This is an optimization exercise on Yosys and OpenROAD, whose aim is small area, not a production implementation. The RTL was checked by simulation tests, not by an equivalence proof against the original design. The clock port is modelled as an ideal driver; clocking choices that lean on that would not hold on a real chip.

// boron_top
module boron_top (clk, plain_txt, key_in, cipher_txt, select, count1, reset);
Size: about 920 cells after synthesis, ~200 flip-flops, ~9200 sq um of cells after synthesis.
export LEC_CHECK = 0
export CAP_MARGIN = 20
export CORE_MARGIN = 2
export CORE_UTILIZATION = 70
export SLEW_MARGIN = 20
export SYNTH_HIERARCHICAL = 1
create_clock -name core_clock -period 5.0 [get_ports {clk}]
standard.sh (not shown) runs the stock make flow with config.mk's settings and CLKGATE_MAP_FILE= SYNTH_SCRIPT=/design/flow/synth_recipe.tcl, a recipe that flattens the netlist after the stock synthesis.
==> flow/flow/run.sh <==
#!/bin/bash
# Own layout flow: the standard synthesis, then the standard ORFS steps with
# smaller port buffers, synthesis buffers removed, every cell first downsized to
# its smallest drive strength, and a clock tree of small buffers,
# shrunk after CTS while the flip-flop clock slew stays low.
set -euo pipefail
cd "$(dirname "$0")/.."
F=$PWD/flow
bash standard.sh synth > synth.log 2>&1
bash standard.sh \
  REMOVE_ABC_BUFFERS=1 \
  POST_FLOORPLAN_TCL=$F/post_floorplan.tcl \
  POST_CTS_TCL=$F/post_cts.tcl \
  BUFFER_PORTS_ARGS="-buffer_cell sky130_fd_sc_hd__buf_1" \
  CTS_ARGS="-sink_clustering_enable -repair_clock_nets -dont_use_dummy_load -buf_list sky130_fd_sc_hd__clkbuf_8" \
  finish > layout.log 2>&1
==> flow/flow/post_cts.tcl <==
proc my_max_clk_slew {} {
  set m 0.0
  foreach p [get_pins -hierarchical */CLK] {
    set s [get_property $p slew_max]
    if { $s > $m } { set m $s }
  }
  return $m
}
proc my_shrink_clock_buffers { limit } {
  estimate_parasitics -placement
  puts "my_shrink_clock_buffers: start max clk slew [my_max_clk_slew]"
  foreach to {sky130_fd_sc_hd__clkbuf_4 sky130_fd_sc_hd__clkbuf_2} {
    foreach inst [get_cells *] {
      set from [get_name [get_lib_cells -of_objects $inst]]
      if { ![string match sky130_fd_sc_hd__clkbuf_* $from] } { continue }
      if { $from eq $to } { continue }
      if { [get_property [get_lib_cells $from] area] <= [get_property [get_lib_cells $to] area] } { continue }
      replace_cell $inst $to
      estimate_parasitics -placement
      if { [my_max_clk_slew] > $limit } {
        replace_cell $inst $from
        estimate_parasitics -placement
      } else {
        puts "my_shrink_clock_buffers: [get_name $inst] $from -> $to"
      }
    }
  }
  puts "my_shrink_clock_buffers: end max clk slew [my_max_clk_slew]"
}
my_shrink_clock_buffers 0.105
Other scripts of this flow, unchanged in this note and not shown: flow/flow/downsize.tcl, flow/flow/post_floorplan.tcl
The first run failed in clock tree synthesis (4_1_cts).
Next try:
--- a/flow/flow/post_cts.tcl
+++ b/flow/flow/post_cts.tcl
@@ -12,5 +12,7 @@
   foreach to {sky130_fd_sc_hd__clkbuf_4 sky130_fd_sc_hd__clkbuf_2} {
     foreach inst [get_cells *] {
-      set from [get_name [get_lib_cells -of_objects $inst]]
+      # only the buffers CTS made (named clkbuf_*), not port or repair buffers
+      if { ![string match clkbuf_* [get_name $inst]] } { continue }
+      set from [get_property $inst ref_name]
       if { ![string match sky130_fd_sc_hd__clkbuf_* $from] } { continue }
       if { $from eq $to } { continue }
@@ -28,3 +30,3 @@
   puts "my_shrink_clock_buffers: end max clk slew [my_max_clk_slew]"
 }
-my_shrink_clock_buffers 0.105
+my_shrink_clock_buffers 0.118
Now the flow passed the timing, DRC and antenna checks.
Synthesized cell count does not change.
Synthesized area stays the same.


## JK
Another version of the RTL of boron_top (not shown whole).
Size in the first run: roughly 1900 cells after synthesis.
export LEC_CHECK = 0
export ABC_AREA = 1
export CAP_MARGIN = 20
export CORE_MARGIN = 2
export CORE_UTILIZATION = 40
export SLEW_MARGIN = 20
create_clock -name core_clock -period 5.0 [get_ports {clk}]
run.sh (not shown) runs the stock make flow with config.mk's settings and CLKGATE_MAP_FILE= SYNTH_SCRIPT=/design/flow/synth_recipe.tcl, a recipe that flattens the netlist after the stock synthesis.
Stock flow here: none of the scripts above is used.
Here is what was changed in the inputs of MS compared with JK.
-- flow/config.mk --
<<< JK, line 8
export ABC_AREA = 1
>>> MS, line 8
Results
MS: PASS, flow complete, no timing, DRC or antenna violations
Taking JK as the reference, in MS tightest slew margin relative to the limit fell 16 points, total routing resource utilization after global routing went down, routed length on met1 now smaller, post-route clock period utilization up 3.2 points.
Summary — number of nets in the layout, MS relative to JK: lower, by 40%.
The core of MS is more densely filled than that of JK.
In the metrics for JK and MS, the one carrying the higher slew at the pin with the worst max-slew slack is MS.
Looking at start point of the critical path, the select result is from JK; the k1.key[2] one comes from MS.
The number of antenna violations at the first check in global routing of MS exceeds that of JK by 2.
diff inputs: MS => AL
==> flow/flow/run.sh (new file) <==
#!/bin/bash
# Own layout flow: the standard synthesis, then the standard ORFS steps with
# smaller port buffers, synthesis buffers removed, every cell first downsized to
# its smallest drive strength, and a clock tree of small buffers.
set -euo pipefail
cd "$(dirname "$0")/.."
F=$PWD/flow
bash standard.sh synth > synth.log 2>&1
bash standard.sh \
  REMOVE_ABC_BUFFERS=1 \
  POST_FLOORPLAN_TCL=$F/post_floorplan.tcl \
  BUFFER_PORTS_ARGS="-buffer_cell sky130_fd_sc_hd__buf_1" \
  CTS_ARGS="-sink_clustering_enable -repair_clock_nets -dont_use_dummy_load -buf_list sky130_fd_sc_hd__clkbuf_8" \
  finish > layout.log 2>&1
==> flow/flow/downsize.tcl (new file) <==
proc my_downsize_all {} {
  set dont_use {}
  if { [info exists ::env(DONT_USE_CELLS)] } { set dont_use $::env(DONT_USE_CELLS) }
  set best [dict create]
  set n 0
  set saved 0.0
  foreach inst [get_cells *] {
    set lc [get_lib_cells -of_objects $inst]
    set name [get_name $lc]
    if { ![regexp {^(sky130_fd_sc_hd__[a-z0-9]+)_[0-9]+$} $name -> fam] } { continue }
    if { [string match "*df*" $fam] || [string match "*tap*" $fam] || [string match "*conb*" $fam] } { continue }
    if { ![dict exists $best $fam] } {
      set bc ""
      set ba 1e9
      foreach c [get_lib_cells ${fam}_*] {
        set cn [get_name $c]
        if { ![regexp "^${fam}_\[0-9\]+\$" $cn] } { continue }
        if { [lsearch -exact $dont_use $cn] >= 0 } { continue }
        set a [get_property $c area]
        if { $a < $ba } { set ba $a; set bc $cn }
      }
      dict set best $fam [list $bc $ba]
    }
    lassign [dict get $best $fam] bc ba
    if { $bc ne "" && $bc ne $name } {
      set a0 [get_property $lc area]
      if { $ba < $a0 } {
        replace_cell $inst $bc
        incr n
        set saved [expr { $saved + $a0 - $ba }]
      }
    }
  }
  puts "my_downsize_all: resized $n cells, saved $saved um^2"
}
my_downsize_all
==> flow/flow/post_floorplan.tcl (new file) <==
source [file join [file dirname [info script]] downsize.tcl]
==> flow/standard.sh (new file) <==
#!/bin/bash
# synth_recipe.tcl (not shown) runs the flow's synth.tcl, then flattens the netlist and writes it again
# the make line also repeats each setting of config.mk as NAME=value (left out here)
make -C /OpenROAD-flow-scripts/flow DESIGN_CONFIG=/design/flow/config.mk WORK_HOME=/design/flow/orfs CLKGATE_MAP_FILE= SYNTH_SCRIPT=/design/flow/synth_recipe.tcl "${@:-finish}"
removed: flow/run.sh
==> run summary <==
- Total non-filler cell area in the finished layout delta (AL − MS): favourable
- From MS to AL the numbers moved as follows: area overhead of the layout relative to synthesis saw a decrease; count of boundary I/O pins level; fraction of the mapped netlist area in adder cells flat; count of clock-buffer cells in the layout decreased 1.
- AL against MS: wire length went down, worst setup slack moved up, buffering overhead saw a decrease.
Input changes introduced in TR (baseline for comparison: AL):
-- flow/flow/run.sh --
<<< AL, line 4
# its smallest drive strength, and a clock tree of small buffers.
>>> TR, line 4
# its smallest drive strength, and power (area) recovery after global routing.
<<< AL, line 13
  CTS_ARGS="-sink_clustering_enable -repair_clock_nets -dont_use_dummy_load -buf_list sky130_fd_sc_hd__clkbuf_8" \
>>> TR, line 13
  RECOVER_POWER=100 \
## What came out
The layout from TR, despite a flow that completed every stage, fails the layout checks, with the failing checks listed as capacitance limit, slew limit. TR against AL: total global-route track usage rose by 0.25 points, hold slack now larger. Summary of TR over AL: utilization increased 1.4 points, critical path depth increased 1, cell area increased about 3%. Summary of TR over AL: register share of the cell area lost 1.1 points; clock network contribution to total cell area increased by 3.0 points relative to the old numbers.

[what the ideal ports hide]
The flow's constraints put no driver on any port. The routed layouts listed below were extracted and timed again, unchanged, in two steps.
Step 1: set_driving_cell puts a clkbuf_16 on clk and a buf_2 on each other input, an assumption about the parent block.
Step 2, shift: input delay + t, output delay - t, t = (earliest + latest rising clock arrival at the registers) / 2. This alone moves slack from input paths to output paths.
Three values: no drivers, after step 1, after step 2; two values: the first two.
| run | shift t [ns] | slack for setup (ns) | worst setup path after step 2 |
|---|---|---|---|
| the second run of note 1 | 0.625 | 2.281 / 2.243 / 1.957 | input to register |
| JK | 0.492 | 1.957 / 1.968 / 1.476 | input to register |
| MS | 0.481 | 1.798 / 1.752 / 2.040 | input to register |
| AL | 0.485 | 2.103 / 2.063 / 2.183 | input to register |
| TR | 0.476 | 1.300 / 1.307 / 0.830 | input to register |
For JK, which loses most, drivers alone change the setup slack by +0.011 ns; drivers and shift together by -0.481 ns.
